Context: an optimization exercise on an open-source flow, tuned for small area, a short achievable clock period and few clock cycles per item. The choices shown serve that exercise and are no tape-out recipe.
Function was checked by simulation only, so behaviour that the tests miss may differ from the original.

## flow/flow/run.sh

```bash
#!/bin/bash
# The standard layout flow (standard.sh), run with a larger setup margin
# for the resizer's timing repair. Clock, constraints and every step are
# otherwise unchanged.
set -euo pipefail
MARGIN=${MARGIN:-5.8}
sed -E "s/SETUP_SLACK_MARGIN=[-0-9.]+/SETUP_SLACK_MARGIN=$MARGIN/" standard.sh > standard_margin.sh
grep -q "SETUP_SLACK_MARGIN=$MARGIN" standard_margin.sh
bash standard_margin.sh > standard.log 2>&1
```

## flow/standard.sh

```bash
#!/bin/bash
# synth_recipe.tcl (not shown) runs the flow's synth.tcl, then flattens the netlist and writes it again
# the make line also repeats each setting of config.mk as NAME=value (left out here)
make -C /OpenROAD-flow-scripts/flow DESIGN_CONFIG=/design/flow/config.mk WORK_HOME=/design/flow/orfs CLKGATE_MAP_FILE= SYNTH_SCRIPT=/design/flow/synth_recipe.tcl "${@:-finish}"
```

## flow/config.mk

```make
export PLATFORM = sky130hd
export DESIGN_NAME = fpmultiplier
export DESIGN_NICKNAME = fpmultiplier
export VERILOG_FILES = /design/flow/design.v
export SDC_FILE = /design/flow/constraint.sdc
export NUM_CORES = 4
export LEC_CHECK = 0
export ABC_CLOCK_PERIOD_IN_PS = 3500
export CAP_MARGIN = 20
export CORE_MARGIN = 2
export CORE_UTILIZATION = 40
export CTS_BUF_LIST = sky130_fd_sc_hd__clkbuf_4 sky130_fd_sc_hd__clkbuf_8
export PLACE_DENSITY = 0.6
export SETUP_SLACK_MARGIN = 5
export SLEW_MARGIN = 20
```

## flow/constraint.sdc

```tcl
create_clock -name core_clock -period 9.0 [get_ports {clock}]
set_input_delay 1.8000 -clock core_clock [delete_from_list [all_inputs] [get_ports {clock}]]
set_output_delay 1.8000 -clock core_clock [all_outputs]
set_load 0.01 [all_outputs]
```

## flow/design.v

```verilog
module fpmultiplier (output logic [31:0] product, output logic ready,
		input logic [31:0] a, input logic clock, nreset);
logic s_a, s_b, s_x1, s_x2, s_x3, s_f;
always_ff @(posedge clock, negedge nreset)
  if (~nreset) begin
    s_a <= 1'b0; s_b <= 1'b0; s_x1 <= 1'b0; s_x2 <= 1'b0; s_x3 <= 1'b0; s_f <= 1'b0;
    ready <= 1'b0;
  end else begin
    s_a <= ~(s_a | s_b | s_x1 | s_x2 | s_x3 | s_f);
    s_b <= s_a;
    s_x1 <= s_b;
    s_x2 <= s_x1;
    s_x3 <= s_x2;
    s_f <= s_x3;
    ready <= s_f;
  end
logic [8:0] rse1, rse2;
logic [22:0] ra_f;
always_ff @(posedge clock) begin
  rse1 <= a[31:23];
  rse2 <= rse1;
  if (s_a) ra_f <= a[22:0];
end
logic [35:0] enc, dg;
logic [23:0] fb_ext;
assign fb_ext = {a[22:0], 1'b0};
assign enc[0] = fb_ext[1] ^ fb_ext[0];
assign enc[1] = (fb_ext[2] & ~fb_ext[1] & ~fb_ext[0]) | (~fb_ext[2] & fb_ext[1] & fb_ext[0]);
assign enc[2] = fb_ext[2];
assign enc[3] = fb_ext[3] ^ fb_ext[2];
assign enc[4] = (fb_ext[4] & ~fb_ext[3] & ~fb_ext[2]) | (~fb_ext[4] & fb_ext[3] & fb_ext[2]);
assign enc[5] = fb_ext[4];
assign enc[6] = fb_ext[5] ^ fb_ext[4];
assign enc[7] = (fb_ext[6] & ~fb_ext[5] & ~fb_ext[4]) | (~fb_ext[6] & fb_ext[5] & fb_ext[4]);
assign enc[8] = fb_ext[6];
assign enc[9] = fb_ext[7] ^ fb_ext[6];
assign enc[10] = (fb_ext[8] & ~fb_ext[7] & ~fb_ext[6]) | (~fb_ext[8] & fb_ext[7] & fb_ext[6]);
assign enc[11] = fb_ext[8];
assign enc[12] = fb_ext[9] ^ fb_ext[8];
assign enc[13] = (fb_ext[10] & ~fb_ext[9] & ~fb_ext[8]) | (~fb_ext[10] & fb_ext[9] & fb_ext[8]);
assign enc[14] = fb_ext[10];
assign enc[15] = fb_ext[11] ^ fb_ext[10];
assign enc[16] = (fb_ext[12] & ~fb_ext[11] & ~fb_ext[10]) | (~fb_ext[12] & fb_ext[11] & fb_ext[10]);
assign enc[17] = fb_ext[12];
assign enc[18] = fb_ext[13] ^ fb_ext[12];
assign enc[19] = (fb_ext[14] & ~fb_ext[13] & ~fb_ext[12]) | (~fb_ext[14] & fb_ext[13] & fb_ext[12]);
assign enc[20] = fb_ext[14];
assign enc[21] = fb_ext[15] ^ fb_ext[14];
assign enc[22] = (fb_ext[16] & ~fb_ext[15] & ~fb_ext[14]) | (~fb_ext[16] & fb_ext[15] & fb_ext[14]);
assign enc[23] = fb_ext[16];
assign enc[24] = fb_ext[17] ^ fb_ext[16];
assign enc[25] = (fb_ext[18] & ~fb_ext[17] & ~fb_ext[16]) | (~fb_ext[18] & fb_ext[17] & fb_ext[16]);
assign enc[26] = fb_ext[18];
assign enc[27] = fb_ext[19] ^ fb_ext[18];
assign enc[28] = (fb_ext[20] & ~fb_ext[19] & ~fb_ext[18]) | (~fb_ext[20] & fb_ext[19] & fb_ext[18]);
assign enc[29] = fb_ext[20];
assign enc[30] = fb_ext[21] ^ fb_ext[20];
assign enc[31] = (fb_ext[22] & ~fb_ext[21] & ~fb_ext[20]) | (~fb_ext[22] & fb_ext[21] & fb_ext[20]);
assign enc[32] = fb_ext[22];
assign enc[33] = fb_ext[23] ^ fb_ext[22];
assign enc[34] = fb_ext[23] & fb_ext[22];
assign enc[35] = 1'b0;
logic [22:0] pf;
always_ff @(posedge clock) begin
  dg[35:24] <= enc[35:24];
  dg[23] <= s_b ? enc[23] : dg[35];
  dg[22:12] <= s_f ? pf[22:12] : s_b ? enc[22:12] : dg[34:24];
  dg[11:0] <= s_f ? pf[11:0] : s_b ? enc[11:0] : dg[23:12];
end
logic bnz;
assign bnz = |(dg[35:0] & 36'o333333333333);
logic [7:0] ea, eb;
logic za, zb, fa, fb, nana, nanb, infa, infb;
assign ea = rse2[7:0];
assign eb = rse1[7:0];
assign za = (ea == 8'd0);
assign zb = (eb == 8'd0);
assign fa = (ea == 8'hff);
assign fb = (eb == 8'hff);
assign nana = fa & (ra_f != 23'd0);
assign nanb = fb & bnz;
assign infa = fa & (ra_f == 23'd0);
assign infb = fb & ~bnz;
logic sp_nan, sp_inf, sp_zero, special;
assign sp_nan = nana | nanb | ((infa | infb) & (za | zb));
assign sp_inf = (infa | infb) & ~sp_nan;
assign sp_zero = (za | zb) & ~fa & ~fb;
assign special = fa | fb | za | zb;
logic [8:0] esum;
assign esum = {1'b0, ea} + {1'b0, eb};
logic [7:0] r_e, pe;
logic r_sign, r_nan, r_i0, r_i1, r_z0, r_z1;
always_ff @(posedge clock)
  if (s_x1 | s_f) r_e <= s_f ? pe : esum[7:0] + 8'd129;
always_ff @(posedge clock)
  if (s_x1) begin
    r_sign <= rse2[8] ^ rse1[8];
    r_nan <= sp_nan;
    r_i0 <= sp_nan | sp_inf | (~special & (esum >= 9'd382));
    r_i1 <= sp_nan | sp_inf | (~special & (esum >= 9'd381));
    r_z0 <= sp_zero | (~special & (esum <= 9'd127));
    r_z1 <= sp_zero | (~special & (esum <= 9'd126));
  end
logic [24:0] ma, ma2;
assign ma = {2'b01, ra_f};
assign ma2 = {1'b1, ra_f, 1'b0};
logic [3:0] bone, btwo, bneg, nneg;
assign bone[0] = dg[0];
assign btwo[0] = dg[1];
assign bneg[0] = dg[2];
assign nneg[0] = ~dg[2];
assign bone[1] = dg[3];
assign btwo[1] = dg[4];
assign bneg[1] = dg[5];
assign nneg[1] = ~dg[5];
assign bone[2] = dg[6];
assign btwo[2] = dg[7];
assign bneg[2] = dg[8];
assign nneg[2] = ~dg[8];
assign bone[3] = dg[9];
assign btwo[3] = dg[10];
assign bneg[3] = dg[11];
assign nneg[3] = ~dg[11];
logic [24:0] pp0, pp1, pp2, pp3;
assign pp0 = (({25{bone[0]}} & ma) | ({25{btwo[0]}} & ma2)) ^ {25{bneg[0]}};
assign pp1 = (({25{bone[1]}} & ma) | ({25{btwo[1]}} & ma2)) ^ {25{bneg[1]}};
assign pp2 = (({25{bone[2]}} & ma) | ({25{btwo[2]}} & ma2)) ^ {25{bneg[2]}};
assign pp3 = (({25{bone[3]}} & ma) | ({25{btwo[3]}} & ma2)) ^ {25{bneg[3]}};
logic [32:0] acc_s, acc_c;
logic [24:0] as_in, ac_in;
logic [8:0] low;
assign low = {1'b0, acc_s[7:0]} + {1'b0, acc_c[7:0]};
logic cl_in;
assign cl_in = ~s_x1 & low[8];
assign as_in = s_x1 ? 25'd0 : acc_s[32:8];
assign ac_in = s_x1 ? 25'd0 : acc_c[32:8];
logic [23:0] ma_last;
assign ma_last = s_x3 ? {1'b1, ra_f} : 24'd0;
logic ts1, tc1, ts2, tc2, ts3, tc3, ts4, tc4, ts5, tc5, ts6, tc6, ts7, tc7, ts8, tc8, ts9, tc9, ts10, tc10, ts11, tc11, ts12, tc12, ts13, tc13, ts14, tc14, ts15, tc15, ts16, tc16, ts17, tc17, ts18, tc18, ts19, tc19, ts20, tc20, ts21, tc21, ts22, tc22, ts23, tc23, ts24, tc24, ts25, tc25, ts26, tc26, ts27, tc27, ts28, tc28, ts29, tc29, ts30, tc30, ts31, tc31, ts32, tc32, ts33, tc33, ts34, tc34, ts35, tc35, ts36, tc36, ts37, tc37, ts38, tc38, ts39, tc39, ts40, tc40, ts41, tc41, ts42, tc42, ts43, tc43, ts44, tc44, ts45, tc45, ts46, tc46, ts47, tc47, ts48, tc48, ts49, tc49, ts50, tc50, ts51, tc51, ts52, tc52, ts53, tc53, ts54, tc54, ts55, tc55, ts56, tc56, ts57, tc57, ts58, tc58, ts59, tc59, ts60, tc60, ts61, tc61, ts62, tc62, ts63, tc63, ts64, tc64, ts65, tc65, ts66, tc66, ts67, tc67, ts68, tc68, ts69, tc69, ts70, tc70, ts71, tc71, ts72, tc72, ts73, tc73, ts74, tc74, ts75, tc75, ts76, tc76, ts77, tc77, ts78, tc78, ts79, tc79, ts80, tc80, ts81, tc81, ts82, tc82, ts83, tc83, ts84, tc84, ts85, tc85, ts86, tc86, ts87, tc87, ts88, tc88, ts89, tc89, ts90, tc90, ts91, tc91, ts92, tc92, ts93, tc93, ts94, tc94, ts95, tc95, ts96, tc96, ts97, tc97, ts98, tc98, ts99, tc99, ts100, tc100, ts101, tc101, ts102, tc102, ts103, tc103, ts104, tc104, ts105, tc105, ts106, tc106, ts107, tc107, ts108, tc108, ts109, tc109, ts110, tc110, ts111, tc111, ts112, tc112, ts113, tc113, ts114, tc114, ts115, tc115, ts116, tc116, ts117, tc117, ts118, tc118, ts119, tc119, ts120, tc120, ts121, tc121, ts122, tc122, ts123, tc123, ts124, tc124, ts125, tc125, ts126, tc126, ts127, tc127, ts128, tc128, ts129, tc129, ts130, tc130, ts131, tc131, ts132, tc132, ts133, tc133, ts134, tc134;
assign ts1 = as_in[6] ^ ac_in[6];
assign tc1 = as_in[6] & ac_in[6];
assign ts2 = as_in[7] ^ ac_in[7] ^ ma_last[0];
assign tc2 = (as_in[7] & ac_in[7]) | (as_in[7] & ma_last[0]) | (ac_in[7] & ma_last[0]);
assign ts3 = as_in[8] ^ ac_in[8] ^ ma_last[1];
assign tc3 = (as_in[8] & ac_in[8]) | (as_in[8] & ma_last[1]) | (ac_in[8] & ma_last[1]);
assign ts4 = as_in[9] ^ ac_in[9] ^ ma_last[2];
assign tc4 = (as_in[9] & ac_in[9]) | (as_in[9] & ma_last[2]) | (ac_in[9] & ma_last[2]);
assign ts5 = as_in[10] ^ ac_in[10] ^ ma_last[3];
assign tc5 = (as_in[10] & ac_in[10]) | (as_in[10] & ma_last[3]) | (ac_in[10] & ma_last[3]);
assign ts6 = as_in[11] ^ ac_in[11] ^ ma_last[4];
assign tc6 = (as_in[11] & ac_in[11]) | (as_in[11] & ma_last[4]) | (ac_in[11] & ma_last[4]);
assign ts7 = as_in[12] ^ ac_in[12] ^ ma_last[5];
assign tc7 = (as_in[12] & ac_in[12]) | (as_in[12] & ma_last[5]) | (ac_in[12] & ma_last[5]);
assign ts8 = as_in[13] ^ ac_in[13] ^ ma_last[6];
assign tc8 = (as_in[13] & ac_in[13]) | (as_in[13] & ma_last[6]) | (ac_in[13] & ma_last[6]);
assign ts9 = as_in[14] ^ ac_in[14] ^ ma_last[7];
assign tc9 = (as_in[14] & ac_in[14]) | (as_in[14] & ma_last[7]) | (ac_in[14] & ma_last[7]);
assign ts10 = as_in[15] ^ ac_in[15] ^ ma_last[8];
assign tc10 = (as_in[15] & ac_in[15]) | (as_in[15] & ma_last[8]) | (ac_in[15] & ma_last[8]);
assign ts11 = as_in[16] ^ ac_in[16] ^ ma_last[9];
assign tc11 = (as_in[16] & ac_in[16]) | (as_in[16] & ma_last[9]) | (ac_in[16] & ma_last[9]);
assign ts12 = as_in[17] ^ ac_in[17] ^ ma_last[10];
assign tc12 = (as_in[17] & ac_in[17]) | (as_in[17] & ma_last[10]) | (ac_in[17] & ma_last[10]);
assign ts13 = as_in[18] ^ ac_in[18] ^ ma_last[11];
assign tc13 = (as_in[18] & ac_in[18]) | (as_in[18] & ma_last[11]) | (ac_in[18] & ma_last[11]);
assign ts14 = as_in[19] ^ ac_in[19] ^ ma_last[12];
assign tc14 = (as_in[19] & ac_in[19]) | (as_in[19] & ma_last[12]) | (ac_in[19] & ma_last[12]);
assign ts15 = as_in[20] ^ ac_in[20] ^ ma_last[13];
assign tc15 = (as_in[20] & ac_in[20]) | (as_in[20] & ma_last[13]) | (ac_in[20] & ma_last[13]);
assign ts16 = as_in[21] ^ ac_in[21] ^ ma_last[14];
assign tc16 = (as_in[21] & ac_in[21]) | (as_in[21] & ma_last[14]) | (ac_in[21] & ma_last[14]);
assign ts17 = as_in[22] ^ ac_in[22] ^ ma_last[15];
assign tc17 = (as_in[22] & ac_in[22]) | (as_in[22] & ma_last[15]) | (ac_in[22] & ma_last[15]);
assign ts18 = as_in[23] ^ ac_in[23] ^ ma_last[16];
assign tc18 = (as_in[23] & ac_in[23]) | (as_in[23] & ma_last[16]) | (ac_in[23] & ma_last[16]);
assign ts19 = as_in[24] ^ ac_in[24] ^ ma_last[17];
assign tc19 = (as_in[24] & ac_in[24]) | (as_in[24] & ma_last[17]) | (ac_in[24] & ma_last[17]);
assign ts20 = s_x1 ^ ma_last[18];
assign tc20 = s_x1 & ma_last[18];
assign ts21 = as_in[0] ^ ac_in[0];
assign tc21 = as_in[0] & ac_in[0];
assign ts22 = as_in[2] ^ ac_in[2];
assign tc22 = as_in[2] & ac_in[2];
assign ts23 = as_in[3] ^ ac_in[3];
assign tc23 = as_in[3] & ac_in[3];
assign ts24 = as_in[4] ^ ac_in[4] ^ bneg[2];
assign tc24 = (as_in[4] & ac_in[4]) | (as_in[4] & bneg[2]) | (ac_in[4] & bneg[2]);
assign ts25 = pp0[4] ^ pp1[2];
assign tc25 = pp0[4] & pp1[2];
assign ts26 = as_in[5] ^ ac_in[5] ^ pp0[5];
assign tc26 = (as_in[5] & ac_in[5]) | (as_in[5] & pp0[5]) | (ac_in[5] & pp0[5]);
assign ts27 = pp1[3] ^ pp2[1];
assign tc27 = pp1[3] & pp2[1];
assign ts28 = ts1 ^ bneg[3] ^ pp0[6];
assign tc28 = (ts1 & bneg[3]) | (ts1 & pp0[6]) | (bneg[3] & pp0[6]);
assign ts29 = pp1[4] ^ pp2[2] ^ pp3[0];
assign tc29 = (pp1[4] & pp2[2]) | (pp1[4] & pp3[0]) | (pp2[2] & pp3[0]);
assign ts30 = tc1 ^ ts2 ^ pp0[7];
assign tc30 = (tc1 & ts2) | (tc1 & pp0[7]) | (ts2 & pp0[7]);
assign ts31 = pp1[5] ^ pp2[3] ^ pp3[1];
assign tc31 = (pp1[5] & pp2[3]) | (pp1[5] & pp3[1]) | (pp2[3] & pp3[1]);
assign ts32 = ts3 ^ tc2 ^ pp0[8];
assign tc32 = (ts3 & tc2) | (ts3 & pp0[8]) | (tc2 & pp0[8]);
assign ts33 = pp1[6] ^ pp2[4] ^ pp3[2];
assign tc33 = (pp1[6] & pp2[4]) | (pp1[6] & pp3[2]) | (pp2[4] & pp3[2]);
assign ts34 = ts4 ^ tc3 ^ pp0[9];
assign tc34 = (ts4 & tc3) | (ts4 & pp0[9]) | (tc3 & pp0[9]);
assign ts35 = pp1[7] ^ pp2[5] ^ pp3[3];
assign tc35 = (pp1[7] & pp2[5]) | (pp1[7] & pp3[3]) | (pp2[5] & pp3[3]);
assign ts36 = ts5 ^ tc4 ^ pp0[10];
assign tc36 = (ts5 & tc4) | (ts5 & pp0[10]) | (tc4 & pp0[10]);
assign ts37 = pp1[8] ^ pp2[6] ^ pp3[4];
assign tc37 = (pp1[8] & pp2[6]) | (pp1[8] & pp3[4]) | (pp2[6] & pp3[4]);
assign ts38 = ts6 ^ tc5 ^ pp0[11];
assign tc38 = (ts6 & tc5) | (ts6 & pp0[11]) | (tc5 & pp0[11]);
assign ts39 = pp1[9] ^ pp2[7] ^ pp3[5];
assign tc39 = (pp1[9] & pp2[7]) | (pp1[9] & pp3[5]) | (pp2[7] & pp3[5]);
assign ts40 = ts7 ^ tc6 ^ pp0[12];
assign tc40 = (ts7 & tc6) | (ts7 & pp0[12]) | (tc6 & pp0[12]);
assign ts41 = pp1[10] ^ pp2[8] ^ pp3[6];
assign tc41 = (pp1[10] & pp2[8]) | (pp1[10] & pp3[6]) | (pp2[8] & pp3[6]);
assign ts42 = ts8 ^ tc7 ^ pp0[13];
assign tc42 = (ts8 & tc7) | (ts8 & pp0[13]) | (tc7 & pp0[13]);
assign ts43 = pp1[11] ^ pp2[9] ^ pp3[7];
assign tc43 = (pp1[11] & pp2[9]) | (pp1[11] & pp3[7]) | (pp2[9] & pp3[7]);
assign ts44 = ts9 ^ tc8 ^ pp0[14];
assign tc44 = (ts9 & tc8) | (ts9 & pp0[14]) | (tc8 & pp0[14]);
assign ts45 = pp1[12] ^ pp2[10] ^ pp3[8];
assign tc45 = (pp1[12] & pp2[10]) | (pp1[12] & pp3[8]) | (pp2[10] & pp3[8]);
assign ts46 = ts10 ^ tc9 ^ pp0[15];
assign tc46 = (ts10 & tc9) | (ts10 & pp0[15]) | (tc9 & pp0[15]);
assign ts47 = pp1[13] ^ pp2[11] ^ pp3[9];
assign tc47 = (pp1[13] & pp2[11]) | (pp1[13] & pp3[9]) | (pp2[11] & pp3[9]);
assign ts48 = ts11 ^ tc10 ^ pp0[16];
assign tc48 = (ts11 & tc10) | (ts11 & pp0[16]) | (tc10 & pp0[16]);
assign ts49 = pp1[14] ^ pp2[12] ^ pp3[10];
assign tc49 = (pp1[14] & pp2[12]) | (pp1[14] & pp3[10]) | (pp2[12] & pp3[10]);
assign ts50 = ts12 ^ tc11 ^ pp0[17];
assign tc50 = (ts12 & tc11) | (ts12 & pp0[17]) | (tc11 & pp0[17]);
assign ts51 = pp1[15] ^ pp2[13] ^ pp3[11];
assign tc51 = (pp1[15] & pp2[13]) | (pp1[15] & pp3[11]) | (pp2[13] & pp3[11]);
assign ts52 = ts13 ^ tc12 ^ pp0[18];
assign tc52 = (ts13 & tc12) | (ts13 & pp0[18]) | (tc12 & pp0[18]);
assign ts53 = pp1[16] ^ pp2[14] ^ pp3[12];
assign tc53 = (pp1[16] & pp2[14]) | (pp1[16] & pp3[12]) | (pp2[14] & pp3[12]);
assign ts54 = ts14 ^ tc13 ^ pp0[19];
assign tc54 = (ts14 & tc13) | (ts14 & pp0[19]) | (tc13 & pp0[19]);
assign ts55 = pp1[17] ^ pp2[15] ^ pp3[13];
assign tc55 = (pp1[17] & pp2[15]) | (pp1[17] & pp3[13]) | (pp2[15] & pp3[13]);
assign ts56 = ts15 ^ tc14 ^ pp0[20];
assign tc56 = (ts15 & tc14) | (ts15 & pp0[20]) | (tc14 & pp0[20]);
assign ts57 = pp1[18] ^ pp2[16] ^ pp3[14];
assign tc57 = (pp1[18] & pp2[16]) | (pp1[18] & pp3[14]) | (pp2[16] & pp3[14]);
assign ts58 = ts16 ^ tc15 ^ pp0[21];
assign tc58 = (ts16 & tc15) | (ts16 & pp0[21]) | (tc15 & pp0[21]);
assign ts59 = pp1[19] ^ pp2[17] ^ pp3[15];
assign tc59 = (pp1[19] & pp2[17]) | (pp1[19] & pp3[15]) | (pp2[17] & pp3[15]);
assign ts60 = ts17 ^ tc16 ^ pp0[22];
assign tc60 = (ts17 & tc16) | (ts17 & pp0[22]) | (tc16 & pp0[22]);
assign ts61 = pp1[20] ^ pp2[18] ^ pp3[16];
assign tc61 = (pp1[20] & pp2[18]) | (pp1[20] & pp3[16]) | (pp2[18] & pp3[16]);
assign ts62 = ts18 ^ tc17 ^ pp0[23];
assign tc62 = (ts18 & tc17) | (ts18 & pp0[23]) | (tc17 & pp0[23]);
assign ts63 = pp1[21] ^ pp2[19] ^ pp3[17];
assign tc63 = (pp1[21] & pp2[19]) | (pp1[21] & pp3[17]) | (pp2[19] & pp3[17]);
assign ts64 = ts19 ^ tc18 ^ pp0[24];
assign tc64 = (ts19 & tc18) | (ts19 & pp0[24]) | (tc18 & pp0[24]);
assign ts65 = pp1[22] ^ pp2[20] ^ pp3[18];
assign tc65 = (pp1[22] & pp2[20]) | (pp1[22] & pp3[18]) | (pp2[20] & pp3[18]);
assign ts66 = ts20 ^ nneg[0] ^ tc19;
assign tc66 = (ts20 & nneg[0]) | (ts20 & tc19) | (nneg[0] & tc19);
assign ts67 = pp1[23] ^ pp2[21] ^ pp3[19];
assign tc67 = (pp1[23] & pp2[21]) | (pp1[23] & pp3[19]) | (pp2[21] & pp3[19]);
assign ts68 = 1'b1 ^ ma_last[19] ^ tc20;
assign tc68 = (1'b1 & ma_last[19]) | (1'b1 & tc20) | (ma_last[19] & tc20);
assign ts69 = pp1[24] ^ pp2[22] ^ pp3[20];
assign tc69 = (pp1[24] & pp2[22]) | (pp1[24] & pp3[20]) | (pp2[22] & pp3[20]);
assign ts70 = ma_last[20] ^ nneg[1] ^ pp2[23];
assign tc70 = (ma_last[20] & nneg[1]) | (ma_last[20] & pp2[23]) | (nneg[1] & pp2[23]);
assign ts71 = 1'b1 ^ ma_last[21];
assign tc71 = 1'b1 & ma_last[21];
assign ts72 = ts21 ^ bneg[0];
assign tc72 = ts21 & bneg[0];
assign ts73 = as_in[1] ^ ac_in[1] ^ tc21;
assign tc73 = (as_in[1] & ac_in[1]) | (as_in[1] & tc21) | (ac_in[1] & tc21);
assign ts74 = ts22 ^ bneg[1] ^ pp0[2];
assign tc74 = (ts22 & bneg[1]) | (ts22 & pp0[2]) | (bneg[1] & pp0[2]);
assign ts75 = ts23 ^ tc22 ^ pp0[3];
assign tc75 = (ts23 & tc22) | (ts23 & pp0[3]) | (tc22 & pp0[3]);
assign ts76 = tc23 ^ ts24 ^ pp2[0];
assign tc76 = (tc23 & ts24) | (tc23 & pp2[0]) | (ts24 & pp2[0]);
assign ts77 = tc24 ^ ts27 ^ tc25;
assign tc77 = (tc24 & ts27) | (tc24 & tc25) | (ts27 & tc25);
assign ts78 = tc27 ^ ts28 ^ ts29;
assign tc78 = (tc27 & ts28) | (tc27 & ts29) | (ts28 & ts29);
assign ts79 = ts30 ^ ts31 ^ tc28;
assign tc79 = (ts30 & ts31) | (ts30 & tc28) | (ts31 & tc28);
assign ts80 = ts32 ^ ts33 ^ tc30;
assign tc80 = (ts32 & ts33) | (ts32 & tc30) | (ts33 & tc30);
assign ts81 = ts34 ^ ts35 ^ tc32;
assign tc81 = (ts34 & ts35) | (ts34 & tc32) | (ts35 & tc32);
assign ts82 = ts36 ^ ts37 ^ tc34;
assign tc82 = (ts36 & ts37) | (ts36 & tc34) | (ts37 & tc34);
assign ts83 = ts38 ^ ts39 ^ tc36;
assign tc83 = (ts38 & ts39) | (ts38 & tc36) | (ts39 & tc36);
assign ts84 = ts40 ^ ts41 ^ tc38;
assign tc84 = (ts40 & ts41) | (ts40 & tc38) | (ts41 & tc38);
assign ts85 = ts42 ^ ts43 ^ tc40;
assign tc85 = (ts42 & ts43) | (ts42 & tc40) | (ts43 & tc40);
assign ts86 = ts44 ^ ts45 ^ tc42;
assign tc86 = (ts44 & ts45) | (ts44 & tc42) | (ts45 & tc42);
assign ts87 = ts46 ^ ts47 ^ tc44;
assign tc87 = (ts46 & ts47) | (ts46 & tc44) | (ts47 & tc44);
assign ts88 = ts48 ^ ts49 ^ tc46;
assign tc88 = (ts48 & ts49) | (ts48 & tc46) | (ts49 & tc46);
assign ts89 = ts50 ^ ts51 ^ tc48;
assign tc89 = (ts50 & ts51) | (ts50 & tc48) | (ts51 & tc48);
assign ts90 = ts52 ^ ts53 ^ tc50;
assign tc90 = (ts52 & ts53) | (ts52 & tc50) | (ts53 & tc50);
assign ts91 = ts54 ^ ts55 ^ tc52;
assign tc91 = (ts54 & ts55) | (ts54 & tc52) | (ts55 & tc52);
assign ts92 = ts56 ^ ts57 ^ tc54;
assign tc92 = (ts56 & ts57) | (ts56 & tc54) | (ts57 & tc54);
assign ts93 = ts58 ^ ts59 ^ tc56;
assign tc93 = (ts58 & ts59) | (ts58 & tc56) | (ts59 & tc56);
assign ts94 = ts60 ^ ts61 ^ tc58;
assign tc94 = (ts60 & ts61) | (ts60 & tc58) | (ts61 & tc58);
assign ts95 = ts62 ^ ts63 ^ tc60;
assign tc95 = (ts62 & ts63) | (ts62 & tc60) | (ts63 & tc60);
assign ts96 = ts64 ^ ts65 ^ tc62;
assign tc96 = (ts64 & ts65) | (ts64 & tc62) | (ts65 & tc62);
assign ts97 = ts66 ^ ts67 ^ tc64;
assign tc97 = (ts66 & ts67) | (ts66 & tc64) | (ts67 & tc64);
assign ts98 = ts68 ^ tc66 ^ ts69;
assign tc98 = (ts68 & tc66) | (ts68 & ts69) | (tc66 & ts69);
assign ts99 = tc68 ^ pp3[21] ^ ts70;
assign tc99 = (tc68 & pp3[21]) | (tc68 & ts70) | (pp3[21] & ts70);
assign ts100 = ts71 ^ pp2[24] ^ pp3[22];
assign tc100 = (ts71 & pp2[24]) | (ts71 & pp3[22]) | (pp2[24] & pp3[22]);
assign ts101 = ma_last[22] ^ tc71 ^ nneg[2];
assign tc101 = (ma_last[22] & tc71) | (ma_last[22] & nneg[2]) | (tc71 & nneg[2]);
assign ts102 = 1'b1 ^ ma_last[23];
assign tc102 = 1'b1 & ma_last[23];
assign ts103 = cl_in ^ ts72;
assign tc103 = cl_in & ts72;
assign ts104 = tc72 ^ ts73 ^ pp0[1];
assign tc104 = (tc72 & ts73) | (tc72 & pp0[1]) | (ts73 & pp0[1]);
assign ts105 = tc73 ^ pp1[0] ^ ts74;
assign tc105 = (tc73 & pp1[0]) | (tc73 & ts74) | (pp1[0] & ts74);
assign ts106 = pp1[1] ^ ts75 ^ tc74;
assign tc106 = (pp1[1] & ts75) | (pp1[1] & tc74) | (ts75 & tc74);
assign ts107 = ts25 ^ ts76 ^ tc75;
assign tc107 = (ts25 & ts76) | (ts25 & tc75) | (ts76 & tc75);
assign ts108 = ts26 ^ tc76 ^ ts77;
assign tc108 = (ts26 & tc76) | (ts26 & ts77) | (tc76 & ts77);
assign ts109 = tc26 ^ tc77 ^ ts78;
assign tc109 = (tc26 & tc77) | (tc26 & ts78) | (tc77 & ts78);
assign ts110 = tc29 ^ ts79 ^ tc78;
assign tc110 = (tc29 & ts79) | (tc29 & tc78) | (ts79 & tc78);
assign ts111 = tc31 ^ ts80 ^ tc79;
assign tc111 = (tc31 & ts80) | (tc31 & tc79) | (ts80 & tc79);
assign ts112 = tc33 ^ ts81 ^ tc80;
assign tc112 = (tc33 & ts81) | (tc33 & tc80) | (ts81 & tc80);
assign ts113 = tc35 ^ ts82 ^ tc81;
assign tc113 = (tc35 & ts82) | (tc35 & tc81) | (ts82 & tc81);
assign ts114 = tc37 ^ ts83 ^ tc82;
assign tc114 = (tc37 & ts83) | (tc37 & tc82) | (ts83 & tc82);
assign ts115 = tc39 ^ ts84 ^ tc83;
assign tc115 = (tc39 & ts84) | (tc39 & tc83) | (ts84 & tc83);
assign ts116 = tc41 ^ ts85 ^ tc84;
assign tc116 = (tc41 & ts85) | (tc41 & tc84) | (ts85 & tc84);
assign ts117 = tc43 ^ ts86 ^ tc85;
assign tc117 = (tc43 & ts86) | (tc43 & tc85) | (ts86 & tc85);
assign ts118 = tc45 ^ ts87 ^ tc86;
assign tc118 = (tc45 & ts87) | (tc45 & tc86) | (ts87 & tc86);
assign ts119 = tc47 ^ ts88 ^ tc87;
assign tc119 = (tc47 & ts88) | (tc47 & tc87) | (ts88 & tc87);
assign ts120 = tc49 ^ ts89 ^ tc88;
assign tc120 = (tc49 & ts89) | (tc49 & tc88) | (ts89 & tc88);
assign ts121 = tc51 ^ ts90 ^ tc89;
assign tc121 = (tc51 & ts90) | (tc51 & tc89) | (ts90 & tc89);
assign ts122 = tc53 ^ ts91 ^ tc90;
assign tc122 = (tc53 & ts91) | (tc53 & tc90) | (ts91 & tc90);
assign ts123 = tc55 ^ ts92 ^ tc91;
assign tc123 = (tc55 & ts92) | (tc55 & tc91) | (ts92 & tc91);
assign ts124 = tc57 ^ ts93 ^ tc92;
assign tc124 = (tc57 & ts93) | (tc57 & tc92) | (ts93 & tc92);
assign ts125 = tc59 ^ ts94 ^ tc93;
assign tc125 = (tc59 & ts94) | (tc59 & tc93) | (ts94 & tc93);
assign ts126 = tc61 ^ ts95 ^ tc94;
assign tc126 = (tc61 & ts95) | (tc61 & tc94) | (ts95 & tc94);
assign ts127 = tc63 ^ ts96 ^ tc95;
assign tc127 = (tc63 & ts96) | (tc63 & tc95) | (ts96 & tc95);
assign ts128 = tc65 ^ ts97 ^ tc96;
assign tc128 = (tc65 & ts97) | (tc65 & tc96) | (ts97 & tc96);
assign ts129 = tc67 ^ ts98 ^ tc97;
assign tc129 = (tc67 & ts98) | (tc67 & tc97) | (ts98 & tc97);
assign ts130 = tc69 ^ ts99 ^ tc98;
assign tc130 = (tc69 & ts99) | (tc69 & tc98) | (ts99 & tc98);
assign ts131 = ts100 ^ tc70 ^ tc99;
assign tc131 = (ts100 & tc70) | (ts100 & tc99) | (tc70 & tc99);
assign ts132 = ts101 ^ pp3[23] ^ tc100;
assign tc132 = (ts101 & pp3[23]) | (ts101 & tc100) | (pp3[23] & tc100);
assign ts133 = ts102 ^ pp3[24] ^ tc101;
assign tc133 = (ts102 & pp3[24]) | (ts102 & tc101) | (pp3[24] & tc101);
assign ts134 = tc102 ^ nneg[3];
assign tc134 = tc102 & nneg[3];
always_ff @(posedge clock) begin
  acc_s <= {1'b1, ts134, ts133, ts132, ts131, ts130, ts129, ts128, ts127, ts126, ts125, ts124, ts123, ts122, ts121, ts120, ts119, ts118, ts117, ts116, ts115, ts114, ts113, ts112, ts111, ts110, ts109, ts108, ts107, ts106, ts105, ts104, ts103};
  acc_c <= {tc134, tc133, tc132, tc131, tc130, tc129, tc128, tc127, tc126, tc125, tc124, tc123, tc122, tc121, tc120, tc119, tc118, tc117, tc116, tc115, tc114, tc113, tc112, tc111, tc110, tc109, tc108, tc107, tc106, tc105, tc104, tc103, pp0[0]};
end
logic [31:0] p;
assign p = acc_s[31:0] + acc_c[31:0];
logic hi, zr, ir;
assign hi = p[31];
assign zr = hi ? r_z1 : r_z0;
assign ir = hi ? r_i1 : r_i0;
assign pe = zr ? 8'd0 : ir ? 8'hff : (hi ? r_e + 8'd1 : r_e);
assign pf = (zr | ir) ? {22'd0, r_nan} : (hi ? p[30:8] : p[29:7]);
assign product = {r_sign, r_e, dg[22:0]};
endmodule
```

==> results.yml, run 1 <==
global_routing:
  grt_pass1_wl_um: 54900
  grtUsageTotal: 0.220
  overflow: 0
  antenna_found_initial: 0
  grt_pass1_vias: 9306
  grt_max_degree: 41
routing:
  drt_iter0_drc: 705
  avgViaCountPerCell: 5.44
  wire_per_inst_um: 20.8
  drcViolationCount: 0
  ant_nets: 0
  routed_wl_um: 34900
  first_pass_iters: 5
  via_count: 9113
yosys:
  synth_top_area_frac: 0.196
  syn_avg_cell_area_sq_um: 9.90
  async_flop_share: 0.0432
  post_synth_num_cell_types: 66
  yosys.area.top_type: "fa_1"
  seq_area_frac_synth: 0.296
  synth_seq_cells: 162
  synthTopCellsByArea: "fa_1 (20%), dfxtp_1 (19%), xnor2_1 (9.0%)"
  synth_cells: 1247
  synth_edf_count: 37
  synth_nets: 1456
  synth_warnings: 1
  syn-cell-area_sq_um: 12300
  synth_ff_type: "dfxtp_1"
floorplanning:
  start_util: 0.405
  core_sq_um: 30500
  die_x_um: 180
  fp.dieArea_sq_um: 32300
  die_h_um: 180
  rows: 64
  io_pins: 67
sta:
  hold_viol_final: 0
  drv_slew: 0
  tns_ns: 0
  fmax_mhz: 315
  setup-violations-final: 0
  post-route-min-period_ns: 3.17
  worst_pin_slew_ns: 0.723
  min_period_over_period: 0.352
  rsz0062_at_grt: "yes"
  fin_skew_ns: 0.0230
  slew_headroom: 0.506
clocking:
  cts_buffer_depth: 2
  insertion_delay_ns: 0.49
  cts_tree: "done"
  cts_sinks: 162
  h-tree-depth: 4
  cts-buffers-inserted: 17
  cts-hold-fix-buffers: 0
  path_clk_slew_ns: 0.09
  cts_root_buf: "clkbuf_8"
setup_path:
  r2r_end: "acc_s[22]"
  end_kind: "output pin"
  critPathRequiredTime_ns: 7.20
  critical_path_arrival_ns: 1.37
  cp-start-kind: "register"
  rrSetupSlack_ns: 5.84
  ff2ff_path_depth: 8
  path_class: "reg2out"
  r2r-start: "s_x3"
  critPathMaxFanout: 23
placement:
  portBuffers: 66
  place_hpwl_um: 25000
  place.gp.congestion: 0.869
outcome:
  outcome: "finished clean"
finish:
  final_nets: 1474
  diodes: 0
  fill_cells: 2865
  final_cell_mix: "xnor2_1 (127), inv_1 (122), fa_1 (121), dfxtp_1 (101), a22oi_1 (95)"
  syn2layout_area_growth_pct: 11.9
  layout_commonest_cell: "xnor2_1"
  drive_gt1_frac: 0.0884
  fin_util: 0.453
run:
  max_cap_viol_count: 0
worst_hold_path:
  hp-class: "reg2reg"
  whs_endpoint: "rse2[8]"
  min_path_cells: 0
  worstHoldStart: "rse1[8]"
[cells in the mapped netlist (12+ instances only)]
library cell  count
xnor2_1         127
inv_1           122
fa_1            121
dfxtp_1         118
a22oi_1          95
clkbuf_1         61
nand2_1          56
ha_1             54
nor2b_1          50
a21oi_1          49
nor2_1           47
edfxtp_1         37
o21ai_0          27
xor2_1           26
buf_4            24
and2_1           23
nor4_1           15
buf_1            14
nand3_1          14
nand4_1          14
o22ai_1          13
mux2i_1          12
[routing by layer]
metal / GRT usage / part of all wire / up-vias
met2: 0.362 / 0.48 / 290
met1: 0.308 / 0.46 / 4576
met3: 0.0261 / 0.049 / 35
li1: - / - / 4212
met4: 0.0579 / 0.016 / 0
met5: 0 / 0 / -
[area by class of cell]
class / count / area (sq um) / share of cell area
multi-input combinational: 856 / 7750 / 0.561
sequential: 162 / 3690 / 0.267
timing repair buffer: 105 / 1050 / 0.0762
tap: 396 / 495 / 0.0359
inverter: 123 / 462 / 0.0334
clock buffer: 18 / 241 / 0.0175
clock inverter: 14 / 124 / 0.00896
[registers in the layout, indices dropped and copies added (netlist names), 8 cells and up]
register / count
acc_c: 33
rse1: 9
dg: 12
product: 23
acc_s: 32
ra_f: 23
r_e: 8
rse2: 9
[worst max path at each step]
stage                     from          to  slack (ns)  cells past startpoint
detailed placement    acc_s[6]      r_e[2]        5.36                      9
CTS                 product[1]  product[1]        5.60                      2
global placement      acc_s[6]      r_e[0]        5.43                      9
global route              s_x3   acc_s[22]        5.75                      8
finish              product[6]  product[6]        5.83                      2
floorplan                 s_x1   acc_s[10]        5.83                      8
[worst max-delay path, stage by stage, from the launching register on]
cell           delay, ns
dfxtp_4             0.41
buf_12              0.19
dlygate4sd2_1       0.28
[metrics by stage]
| step | hold WS (ns) | worst slack (ns) | instance area, sq um | instances |
|---|---|---|---|---|
| finish | 0.370 | 5.83 | 13800 | 1674 |
| floorplan | 0.349 | 5.83 | 12300 | 1247 |
| CTS | 0.371 | 5.60 | 13700 | 1666 |
| global route | 0.386 | 5.75 | 13800 | 1674 |
| global placement | 0.354 | 5.43 | 13100 | 1618 |
| detailed placement | 0.359 | 5.36 | 13100 | 1618 |
[kinds of logic (layout without fill, tap and decap cells)]
group                      after synthesis  in the layout  synth area share
xor gates and xnor gates               154            154             0.111
DFF                                    162            162             0.296
AOI/OAI and AO/OA                      262            262             0.146
and+or+nand+nor                        251            251             0.107
buffers and inverters                  229            260            0.0781
adders and majority gates              175            175             0.251
muxes                                   14             14            0.0116
[timing repair]
action,CTS,global route
resized for setup,65,6
buffers inserted,14,8
pin swaps,2,0
setup endpoints to repair,104,26
gates cloned,2,0
Testbench counts, summed over its fixed seeds: cycles 28,000, items 4,000.
==> run 2, diff against run 1 <==
--- a/flow/config.mk
+++ b/flow/config.mk
@@ -10,6 +10,8 @@
 export CORE_MARGIN = 2
 export CORE_UTILIZATION = 40
 export CTS_BUF_LIST = sky130_fd_sc_hd__clkbuf_4 sky130_fd_sc_hd__clkbuf_8
+export CTS_CLUSTER_DIAMETER = 100
+export CTS_CLUSTER_SIZE = 40
 export PLACE_DENSITY = 0.6
 export SETUP_SLACK_MARGIN = 5
 export SLEW_MARGIN = 20
==> results.yml, run 2 <==
setup_path:
  cp-start-kind: "register"
  critPathRequiredTime_ns: 7.20
  worstPathCellList: "buf_12, dlygate4sd2_1"
  critPathMaxFanout: 23
  end_kind: "output pin"
  critPathTopFamily: "buffers and inverters"
  r2r_end: "acc_s[22]"
  timing.critical_path.buf_inv: 2
  crit_end: "product[6]"
  crit_cells: 2
  rrSetupSlack_ns: 5.84
  cp-startpoint: "product[6]"
  cp_slowest_stage_delay_ns: 0.41
  path_class: "reg2out"
  critical_path_arrival_ns: 1.37
  ff2ff_path_depth: 8
  r2r-start: "s_x3"
  crit_path_top_delay_cell: "dfxtp_4"
routing:
  met2_length_um: 16700
  via_count: 9113
  drcViolationCount: 0
  drt_iter0_drc: 705
  dr_wl_met3_um: 1720
  avgViaCountPerCell: 5.44
  top_layer: "met4"
  wire_per_inst_um: 20.8
  met1Wirelength_um: 15900
  first_pass_iters: 5
  ant_nets: 0
  routed_wl_um: 34900
yosys:
  synth_edf_count: 37
  syn_avg_cell_area_sq_um: 9.90
  synth_ff_type: "dfxtp_1"
  synth_cells: 1247
  async_flop_share: 0.0432
  synth_seq_cells: 162
  synthTopCellsByArea: "fa_1 (20%), dfxtp_1 (19%), xnor2_1 (9.0%)"
  syn-cell-area_sq_um: 12300
  synth_top_area_frac: 0.196
  synthMostInstantiatedCell: "xnor2_1"
  post_synth_num_cell_types: 66
  synth_nets: 1456
  synthTopCellsByCount: "xnor2_1 (127), inv_1 (122), fa_1 (121)"
  seq_area_frac_synth: 0.296
  yosys.area.top_type: "fa_1"
  synth_warnings: 1
clocking:
  cts_root_buf: "clkbuf_8"
  cts-buffers-inserted: 17
  cts_tree: "done"
  h-tree-depth: 4
  cts_buffer_depth: 2
  path_clk_slew_ns: 0.09
  cts-hold-fix-buffers: 0
  cts_sinks: 162
  insertion_delay_ns: 0.49
sta:
  rsz0062_at_grt: "yes"
  hold_viol_final: 0
  worst_pin_slew_ns: 0.723
  min_period_over_period: 0.352
  tns_ns: 0
  drv_slew: 0
  slew_headroom: 0.506
  fin_skew_ns: 0.0230
  fmax_mhz: 315
  setup-violations-final: 0
  post-route-min-period_ns: 3.17
finish:
  reg_top3: "acc_c (33), acc_s (32)"
  layout_commonest_cell: "xnor2_1"
  drive_gt1_frac: 0.0884
  regMostFlops: "acc_c"
  fin_util: 0.453
  diodes: 0
  largest_reg_flops: 33
  fin_cells: 1674
  final_cell_mix: "xnor2_1 (127), inv_1 (122), fa_1 (121), dfxtp_1 (101), a22oi_1 (95)"
  syn2layout_area_growth_pct: 11.9
  final_nets: 1474
  fill_cells: 2865
global_routing:
  antenna_found_initial: 0
  overflow: 0
  grt_pass1_vias: 9306
  grtUsageTotal: 0.220
  grt_max_degree: 41
  grt_pass1_wl_um: 54900
floorplanning:
  die_h_um: 180
  rows: 64
  die_x_um: 180
  core_sq_um: 30500
  io_pins: 67
  fp.dieArea_sq_um: 32300
  start_util: 0.405
run:
  max_cap_viol_count: 0
placement:
  portBuffers: 66
  numPlacedInstances: 1618
  place_hpwl_um: 25000
  place.gp.congestion: 0.869
outcome:
  outcome: "finished clean"
worst_hold_path:
  hp-class: "reg2reg"
run 2: cell counts after synthesis:
No cell type changed its count.
run 2: metal layers:
layer | vias to the layer above | track usage
met4 | 0 | 0.0579
li1 | 4212 | -
met3 | 35 | 0.0261
met1 | 4576 | 0.308
met2 | 290 | 0.362
met5 | - | 0
run 2: worst min-delay path by stage:
stage	startpoint	endpoint	slack, ns	depth (start not counted)
2_1_floorplan	rse1[8]	rse2[8]	0.35	0
3_3_place_gp	rse1[8]	rse2[8]	0.35	0
3_5_place_dp	rse1[8]	rse2[8]	0.36	0
4_1_cts	rse1[8]	rse2[8]	0.37	0
5_1_grt	rse1[8]	rse2[8]	0.39	0
6_report	rse1[8]	rse2[8]	0.37	0
run 2: area by class of cell:
cell class                 count  area [sq um]  area share
clock buffer                  18           241      0.0175
clock inverter                14           124     0.00896
inverter                     123           462      0.0334
multi-input combinational    856          7750       0.561
sequential                   162          3690       0.267
tap                          396           495      0.0359
timing repair buffer         105          1050      0.0762
run 2: what timing repair did:
item	CTS	global route
pin swaps	2	0
endpoints found under the hold margin	0	0
gates resized for setup	65	6
endpoints found under the setup margin	104	26
buffers inserted	14	8
gates cloned	2	0
run 2: through the flow:
step	hold WS (ns)	setup slack [ns]	instance area [sq um]
after floorplan	0.349	5.83	12300
after global placement	0.354	5.43	13100
after detailed placement	0.359	5.36	13100
after CTS	0.371	5.60	13700
after global routing	0.386	5.75	13800
final	0.370	5.83	13800
run 2: logic make-up (layout without fill, tap and decap cells):
family                     Yosys count  after routing  share of synthesized area
xor gates and xnor gates           154            154                      0.111
adders and majority gates          175            175                      0.251
buffers and inverters              229            260                     0.0781
DFF                                162            162                      0.296
muxes                               14             14                     0.0116
AOI/OAI and AO/OA                  262            262                      0.146
and+or+nand+nor                    251            251                      0.107
==> run 3, diff against run 2 <==
==> flow/config.mk (replaced) <==
export PLATFORM = sky130hd
export DESIGN_NAME = fpmultiplier
export DESIGN_NICKNAME = fpmultiplier
export VERILOG_FILES = /design/flow/design.v
export SDC_FILE = /design/flow/constraint.sdc
export NUM_CORES = 4
export LEC_CHECK = 0
export ABC_CLOCK_PERIOD_IN_PS = 3500
export CAP_MARGIN = 20
export CORE_MARGIN = 2
export CORE_UTILIZATION = 55
export PLACE_DENSITY = 0.7
export SETUP_SLACK_MARGIN = 5
export SLEW_MARGIN = 20
==> results.yml, run 3 <==
setup_path:
  crit_path_top_delay_cell: "clkdlybuf4s50_1"
  critPathTopFamily: "buffers and inverters"
  path_class: "reg2out"
  end_kind: "output pin"
  critical_path_arrival_ns: 1.40
  worstPathCellList: "clkdlybuf4s50_1"
  critPathRequiredTime_ns: 7.20
  cp-start-kind: "register"
  timing.critical_path.buf_inv: 1
  cp_slowest_stage_delay_ns: 0.61
  critPathMaxFanout: 2
sta:
  fin_skew_ns: 0.0123
  hold_viol_final: 0
  setup-violations-final: 0
  post-route-min-period_ns: 3.20
  min_period_over_period: 0.356
  worst_pin_slew_ns: 1.10
  drv_slew: 0
  fmax_mhz: 312
  tns_ns: 0
  rsz0062_at_grt: "yes"
  slew_headroom: 0.268
global_routing:
  grt_max_degree: 29
  grtUsageTotal: 0.296
  grt_pass1_vias: 9520
  antenna_found_initial: 2
  grt_pass1_wl_um: 53400
  overflow: 0
finish:
  syn2layout_area_growth_pct: 14.0
  final_nets: 1475
  layout_commonest_cell: "xnor2_1"
  regMostFlops: "acc_c"
  seq_area_sq_um: 3670
  fill_cells: 1751
  drive_gt1_frac: 0.0829
  reg_top3: "acc_c (33), acc_s (32)"
  post-route-cell-area_sq_um: 14100
  final_cell_mix: "xnor2_1 (127), inv_1 (122), fa_1 (121), dfxtp_1 (108), a22oi_1 (95)"
  multi_input_area_sq_um: 7750
  largest_reg_flops: 33
clocking:
  cts_buffer_depth: 2
  cts_tree: "done"
  cts-buffers-inserted: 17
  path_clk_slew_ns: 0.07
  insertion_delay_ns: 0.44
  cts_sinks: 162
  cts-hold-fix-buffers: 0
  cts_root_buf: "clkbuf_16"
  h-tree-depth: 4
routing:
  via_count: 9432
  wire_per_inst_um: 22.0
  routed_wl_um: 34400
  first_pass_iters: 6
  drcViolationCount: 0
  ant_nets: 0
  avgViaCountPerCell: 6.05
  drt_iter0_drc: 845
worst_hold_path:
  hp-class: "reg2reg"
yosys:
  post_synth_num_cell_types: 66
  synth_cells: 1247
  synth_ff_type: "dfxtp_1"
  synthMostInstantiatedCell: "xnor2_1"
  seq_area_frac_synth: 0.296
  synth_warnings: 1
  synthTopCellsByArea: "fa_1 (20%), dfxtp_1 (19%), xnor2_1 (9.0%)"
  async_flop_share: 0.0432
  syn-cell-area_sq_um: 12300
  syn_avg_cell_area_sq_um: 9.90
  synth_edf_count: 37
  synth_nets: 1456
  synth_top_area_frac: 0.196
  synth_seq_cells: 162
  synthTopCellsByCount: "xnor2_1 (127), inv_1 (122), fa_1 (121)"
  yosys.area.top_type: "fa_1"
floorplanning:
  die_h_um: 154
  fp.dieArea_sq_um: 23700
  start_util: 0.562
  io_pins: 67
  core_sq_um: 22000
  die_x_um: 154
  rows: 54
placement:
  place_hpwl_um: 22600
  portBuffers: 66
  place.gp.congestion: 0.870
  dpl-instance-area_sq_um: 13000
run:
  max_cap_viol_count: 0
outcome:
  outcome: "finished clean"
==> run 3: cell counts after synthesis <==
No cell type changed its count.
==> run 3: cell type report <==
type                            instances  area share
Clock inverter                         14      0.0125
Timing Repair Buffer                  106      0.0861
Inverter                              123      0.0328
Antenna cell                            1    0.000178
Tap cell                              280      0.0249
Clock buffer                           18      0.0320
Multi-Input combinational cell        856       0.550
Sequential cell                       162       0.261
==> run 3: layer usage <==
metal | track usage | share of wire
met1 | 0.392 | 0.40
met2 | 0.485 | 0.47
met3 | 0.0617 | 0.093
met4 | 0.105 | 0.040
met5 | 0 | 0.00029
==> run 3: cells by family after synthesis <==
kind of cell	Yosys count	synth area share
adders and majority gates	175	0.251
AOI/OAI and AO/OA	262	0.146
xor gates and xnor gates	154	0.111
DFF	162	0.296
and+or+nand+nor	251	0.107
muxes	14	0.0116
buffers and inverters	229	0.0781
==> run 3: final timing paths <==
kind | depth (start not counted) | startpoint | endpoint | slack [ns]
hold reg to reg | 0 | rse1[8] | rse2[8] | 0.37
setup / recovery | 1 | product[10] | product[10] | 5.80
setup reg to reg | 8 | s_x3 | acc_s[23] | 5.84
min in group asynchronous | 1 | nreset | s_x2 | 1.63
hold / removal | 0 | rse1[8] | rse2[8] | 0.37
max in group asynchronous | 1 | nreset | s_x3 | 7.08
==> run 3: stage by stage <==
step | hold slack [ns] | worst slack (ns) | std cells | utilization
after floorplan | 0.349 | 5.83 | 1247 | -
after global placement | 0.356 | 5.43 | 1501 | 0.590
after detailed placement | 0.363 | 5.39 | 1501 | 0.590
after CTS | 0.374 | 5.60 | 1549 | 0.635
after global routing | 0.393 | 5.77 | 1559 | 0.641
final | 0.370 | 5.80 | 1560 | 0.641
==> run 3: what timing repair did <==
action | CTS | global route
gates cloned | 6 | 0
setup endpoints to repair | 92 | 43
setup buffers | 10 | 10
pin swaps | 2 | 1
resized for setup | 49 | 14
==> run 4, diff against run 3 <==
==> flow/flow/run.sh (replaced) <==
#!/bin/bash
# The standard layout flow (standard.sh), run with a larger setup margin
# for the resizer's timing repair and a smaller cell for the port buffers
# (every port is still buffered). Clock, constraints and every step are
# otherwise unchanged.
set -euo pipefail
MARGIN=${MARGIN:-6.0}
sed -E "s/SETUP_SLACK_MARGIN=[-0-9.]+/SETUP_SLACK_MARGIN=$MARGIN/" standard.sh > standard_margin.sh
grep -q "SETUP_SLACK_MARGIN=$MARGIN" standard_margin.sh
bash standard_margin.sh "BUFFER_PORTS_ARGS=-buffer_cell sky130_fd_sc_hd__buf_2" finish > standard.log 2>&1
--- a/flow/config.mk
+++ b/flow/config.mk
@@ -8,7 +8,8 @@
 export ABC_CLOCK_PERIOD_IN_PS = 3500
 export CAP_MARGIN = 20
 export CORE_MARGIN = 2
-export CORE_UTILIZATION = 55
-export PLACE_DENSITY = 0.7
+export CORE_UTILIZATION = 40
+export CTS_BUF_LIST = sky130_fd_sc_hd__clkbuf_4 sky130_fd_sc_hd__clkbuf_8
+export PLACE_DENSITY = 0.6
 export SETUP_SLACK_MARGIN = 5
 export SLEW_MARGIN = 20
==> results.yml, run 4 <==
sta:
  setup-violations-final: 0
  tns_ns: 0
  drv_slew: 0
  fin_skew_ns: 0.0250
  min_period_over_period: 0.339
  hold_viol_final: 0
  fin_ws_ns: 5.94
  worst_pin_slew_ns: 0.817
  slew_headroom: 0.451
  fmax_mhz: 327
  post-route-min-period_ns: 3.06
  rsz0062_at_grt: "yes"
floorplanning:
  fp.dieArea_sq_um: 32300
  rows: 64
  core_sq_um: 30500
  die_x_um: 180
  io_pins: 67
  start_util: 0.405
  die_h_um: 180
yosys:
  synth_top_area_frac: 0.196
  async_flop_share: 0.0432
  yosys.area.top_type: "fa_1"
  synth_ff_type: "dfxtp_1"
  synth_seq_cells: 162
  synthTopCellsByArea: "fa_1 (20%), dfxtp_1 (19%), xnor2_1 (9.0%)"
  synthMostInstantiatedCell: "xnor2_1"
  syn_avg_cell_area_sq_um: 9.90
  synth_cells: 1247
  synthTopCellsByCount: "xnor2_1 (127), inv_1 (122), fa_1 (121)"
  synth_warnings: 1
  post_synth_num_cell_types: 66
  syn-cell-area_sq_um: 12300
  synth_edf_count: 37
  synth_nets: 1456
  seq_area_frac_synth: 0.296
finish:
  reg_top3: "acc_c (33), acc_s (32)"
  final_nets: 1503
  fill_cells: 2901
  drive_gt1_frac: 0.187
  final_cell_mix: "xnor2_1 (127), inv_1 (114), fa_1 (113), dfxtp_1 (108), a22oi_1 (95)"
  largest_reg_flops: 33
  multi_input_area_sq_um: 7890
  layout_commonest_cell: "xnor2_1"
  seq_area_sq_um: 3690
  regMostFlops: "acc_c"
  syn2layout_area_growth_pct: 14.1
worst_hold_path:
  hp-class: "reg2reg"
  worstHoldStart: "rse1[8]"
setup_path:
  critical_path_arrival_ns: 3.47
  path_class: "reg2reg"
  cp-startpoint: "s_x3"
  critPathRequiredTime_ns: 9.41
  cp-start-kind: "register"
  end_kind: "register"
  critPathMaxFanout: 7
  r2r-start: "s_x3"
clocking:
  cts_buffer_depth: 2
  insertion_delay_ns: 0.50
  cts_tree: "done"
  cts-buffers-inserted: 17
  cts_sinks: 162
  cts_root_buf: "clkbuf_8"
  path_clk_slew_ns: 0.10
  cts-hold-fix-buffers: 0
  h-tree-depth: 4
placement:
  place.gp.congestion: 0.862
  portBuffers: 66
  place_hpwl_um: 24900
  pre_cts_ws_ns: 5.29
routing:
  top_layer: "met4"
  drt_iter0_drc: 766
  avgViaCountPerCell: 5.51
  routed_wl_um: 36200
  via_count: 9401
  ant_nets: 0
  drcViolationCount: 0
  dr_wl_met3_um: 2190
  met2_length_um: 16600
  first_pass_iters: 5
  wire_per_inst_um: 21.2
  met1Wirelength_um: 16300
run:
  max_cap_viol_count: 0
global_routing:
  grt_pass1_wl_um: 55700
  grt_pass1_vias: 9436
  grt_max_degree: 42
  overflow: 0
  antenna_found_initial: 3
  grtUsageTotal: 0.225
outcome:
  outcome: "finished clean"
==> run 4: cell counts after synthesis <==
No cell type changed its count.
==> run 4: cell type report <==
| class | instances | share of cell area |
|---|---|---|
| Sequential cell | 162 | 0.262 |
| Clock buffer | 17 | 0.0166 |
| Inverter | 123 | 0.0328 |
| Multi-Input combinational cell | 856 | 0.560 |
| Tap cell | 396 | 0.0352 |
| Antenna cell | 3 | 0.000533 |
| Clock inverter | 15 | 0.0118 |
| Timing Repair Buffer | 134 | 0.0808 |
==> run 4: per-layer routing <==
metal,GRT usage,vias up
met5,0,-
met4,0.0764,0
met3,0.0332,58
met2,0.355,320
met1,0.316,4736
li1,-,4287
==> run 4: cells by family (layout without fill, tap and decap cells) <==
family                     count (synthesis)  after routing  synth area share
AOI/OAI and AO/OA                        262            262             0.146
xor gates and xnor gates                 154            154             0.111
adders and majority gates                175            175             0.251
buffers and inverters                    229            289            0.0781
DFF                                      162            162             0.296
muxes                                     14             14            0.0116
other                                      0              3                 0
and+or+nand+nor                          251            251             0.107
==> run 4: critical path, stage by stage, from the launching register on <==
cell	delay [ns]
dfrtp_4	0.53
buf_12	0.16
and2_4	0.15
fa_1	0.49
inv_2	0.04
fa_1	0.48
fa_1	0.51
inv_1	0.05
fa_2	0.56
==> run 4: final timing paths <==
| kind | slack (ns) | cells after the start | to |
|---|---|---|---|
| max in group asynchronous | 7.70 | 1 | s_x1 |
| min in group asynchronous | 1.12 | 1 | s_x3 |
| hold reg to reg | 0.37 | 0 | rse2[8] |
| setup / recovery | 5.94 | 8 | acc_s[11] |
| setup reg to reg | 5.94 | 8 | acc_s[11] |
| hold / removal | 0.37 | 0 | rse2[8] |
==> run 4: what timing repair did <==
item                                    CTS  global route
endpoints found under the setup margin   93            47
gates resized for setup                  65            36
buffers inserted                         39             9
pin swaps                                48            24
gates cloned                              4             1
==> run 4: per-stage QoR <==
step / instances / utilization / hold WS [ns] / area [sq um]
final: 1706 / 0.461 / 0.368 / 14100
after global routing: 1706 / 0.461 / 0.383 / 14100
after CTS: 1693 / 0.455 / 0.371 / 13900
after detailed placement: 1618 / 0.419 / 0.357 / 12800
after global placement: 1617 / 0.419 / 0.355 / 12800
after floorplan: 1247 / - / 0.349 / 12400
==> run 5, diff against run 4 <==
--- a/flow/flow/run.sh
+++ b/flow/flow/run.sh
@@ -4,7 +4,7 @@
 # (every port is still buffered). Clock, constraints and every step are
 # otherwise unchanged.
 set -euo pipefail
-MARGIN=${MARGIN:-6.0}
+MARGIN=${MARGIN:-5.8}
 sed -E "s/SETUP_SLACK_MARGIN=[-0-9.]+/SETUP_SLACK_MARGIN=$MARGIN/" standard.sh > standard_margin.sh
 grep -q "SETUP_SLACK_MARGIN=$MARGIN" standard_margin.sh
 bash standard_margin.sh "BUFFER_PORTS_ARGS=-buffer_cell sky130_fd_sc_hd__buf_2" finish > standard.log 2>&1
==> results.yml, run 5 <==
routing:
  routed_wl_um: 34600
  via_count: 9082
  ant_nets: 0
  avgViaCountPerCell: 5.44
  top_layer: "met4"
  met1Wirelength_um: 15700
  drcViolationCount: 0
  wire_per_inst_um: 20.7
  drt_iter0_drc: 782
  dr_wl_met3_um: 1810
  met2_length_um: 16400
  first_pass_iters: 5
setup_path:
  r2r_end: "acc_s[17]"
  end_kind: "register"
  path_class: "reg2reg"
  crit_path_top_delay_cell: "dfrtp_4"
  ff2ff_path_depth: 8
  critPathTopFamily: "adder cells"
  critical_path_arrival_ns: 3.55
  critPathMaxFanout: 15
  cp_slowest_stage_delay_ns: 0.61
  cp-start-kind: "register"
  crit_top_cell: "fa_1"
  r2r-start: "s_x3"
  timing.critical_path.buf_inv: 3
  rrSetupSlack_ns: 5.81
  critPathRequiredTime_ns: 9.36
  worstPathCellList: "buf_8, and2_1, fa_1, inv_1, fa_1, fa_1, inv_1, fa_1"
finish:
  post-route-cell-area_sq_um: 13400
  drive_gt1_frac: 0.128
  fin_cells: 1668
  seq_area_sq_um: 3670
  final_nets: 1466
  largest_reg_flops: 33
  reg_top3: "acc_c (33), acc_s (32)"
  regMostFlops: "acc_c"
  fill_cells: 2964
  multi_input_area_sq_um: 7740
  final_cell_mix: "xnor2_1 (127), inv_1 (122), fa_1 (121), dfxtp_1 (110), a22oi_1 (95)"
  fin_util: 0.439
  layout_commonest_cell: "xnor2_1"
  syn2layout_area_growth_pct: 8.58
global_routing:
  grt_pass1_wl_um: 53600
  overflow: 0
  grt_pass1_vias: 9286
  grtUsageTotal: 0.214
  antenna_found_initial: 2
  grt_max_degree: 42
placement:
  pre_cts_ws_ns: 5.37
  dpl-instance-area_sq_um: 12800
  numPlacedInstances: 1617
  place.gp.congestion: 0.857
  place_hpwl_um: 24800
  portBuffers: 66
clocking:
  insertion_delay_ns: 0.48
  cts_tree: "done"
  cts_sinks: 162
  path_clk_slew_ns: 0.10
  cts_buffer_depth: 2
  h-tree-depth: 4
  cts_root_buf: "clkbuf_8"
  cts-buffers-inserted: 17
sta:
  fmax_mhz: 314
  tns_ns: 0
  worst_pin_slew_ns: 0.766
  drv_slew: 0
  rsz0062_at_grt: "yes"
  post-route-min-period_ns: 3.19
  setup-violations-final: 0
  fin_skew_ns: 0.0241
  slew_headroom: 0.489
  min_period_over_period: 0.354
  fin_ws_ns: 5.81
  hold_viol_final: 0
yosys:
  yosys.area.top_type: "fa_1"
  synth_nets: 1456
  synth_edf_count: 37
  seq_area_frac_synth: 0.296
  async_flop_share: 0.0432
  synth_seq_cells: 162
  post_synth_num_cell_types: 66
  synthTopCellsByArea: "fa_1 (20%), dfxtp_1 (19%), xnor2_1 (9.0%)"
  synth_cells: 1247
  synth_warnings: 1
  synthTopCellsByCount: "xnor2_1 (127), inv_1 (122), fa_1 (121)"
  synth_top_area_frac: 0.196
  syn-cell-area_sq_um: 12300
  syn_avg_cell_area_sq_um: 9.90
  synth_ff_type: "dfxtp_1"
  synthMostInstantiatedCell: "xnor2_1"
floorplanning:
  die_h_um: 180
  start_util: 0.405
  io_pins: 67
  rows: 64
  die_x_um: 180
  fp.dieArea_sq_um: 32300
  core_sq_um: 30500
worst_hold_path:
  min_path_cells: 0
  whs_endpoint: "rse2[8]"
  worstHoldStart: "rse1[8]"
  hp-class: "reg2reg"
run:
  max_cap_viol_count: 0
outcome:
  outcome: "finished clean"
## run 5: cell counts after synthesis
Identical to the previous run, type by type.
## run 5: cell type report
class	count	share of cell area
diodes	2	0.000373
clock buffers	17	0.0175
clock inverters	15	0.0107
inverters	123	0.0344
multi-input cells	856	0.578
flip-flops and latches	162	0.274
well taps	396	0.0370
repair buffers	97	0.0482
## run 5: logic make-up (layout without fill, tap and decap cells)
| kind of cell | Yosys count | in the layout | share of synthesized area |
|---|---|---|---|
| mux | 14 | 14 | 0.0116 |
| simple gates | 251 | 251 | 0.107 |
| flops | 162 | 162 | 0.296 |
| other cells | 0 | 2 | 0 |
| fa+ha+maj | 175 | 175 | 0.251 |
| xor+xnor | 154 | 154 | 0.111 |
| compound gates | 262 | 262 | 0.146 |
| buf+inv | 229 | 252 | 0.0781 |
## run 5: how the worst max path moves through the flow
stage	from	to	slack [ns]	cells after the start
after global routing	s_x3	acc_s[17]	5.75	8
after CTS	product[8]	product[8]	5.66	1
after global placement	acc_s[6]	r_e[0]	5.40	9
final	s_x3	acc_s[17]	5.81	8
after floorplan	s_x1	acc_s[10]	5.83	8
after detailed placement	acc_s[6]	r_e[1]	5.37	9
## run 5: metrics by stage
stage / hold WS, ns
floorplan: 0.349
global placement: 0.353
detailed placement: 0.360
CTS: 0.373
global route: 0.383
finish: 0.371
## run 5: per-layer routing
layer  up-vias  track usage
met5         -            0
met4         0       0.0598
met3        41       0.0320
met2       288        0.344
met1      4546        0.300
li1       4207            -
## run 5: timing repair
item / CTS / global route
hold buffers: 0 / 0
pin swaps: 2 / 0
cloned: 0 / 0
setup endpoints to repair: 83 / 20
setup buffers: 7 / 10
gates resized for setup: 19 / 7

-- separate check: timing with driven ports --
The flow's constraints put no driver on any port. The routed layouts listed below were extracted and timed again, unchanged, in two steps.
Step 1, drivers: a clkbuf_16 drives clock and a buf_2 each remaining input, both assumed.
Step 2, shift: input delay + t, output delay - t, t = (earliest + latest rising clock arrival at the registers) / 2. This alone moves slack from input paths to output paths.
Slacks: ideal / step 1 / step 2; pairs: ideal / step 1.
| run | t, ns | slack for setup (ns) | cell pins on the clock port's net |
|---|---|---|---|
| run 1 | 0.520 | 5.829 / 5.785 / 5.565 | 1 |
| run 2 | 0.520 | 5.829 / 5.785 / 5.565 | 1 |
| run 3 | 0.477 | 5.798 / 5.755 / 5.514 | 1 |
| run 4 | 0.530 | 5.945 / 5.945 / 5.945 | 1 |
| run 5 | 0.516 | 5.812 / 5.812 / 5.812 | 1 |
After both steps every run listed still meets setup and hold. For run 3, which loses most, drivers alone change the setup slack by -0.043 ns; drivers and shift together by -0.284 ns.
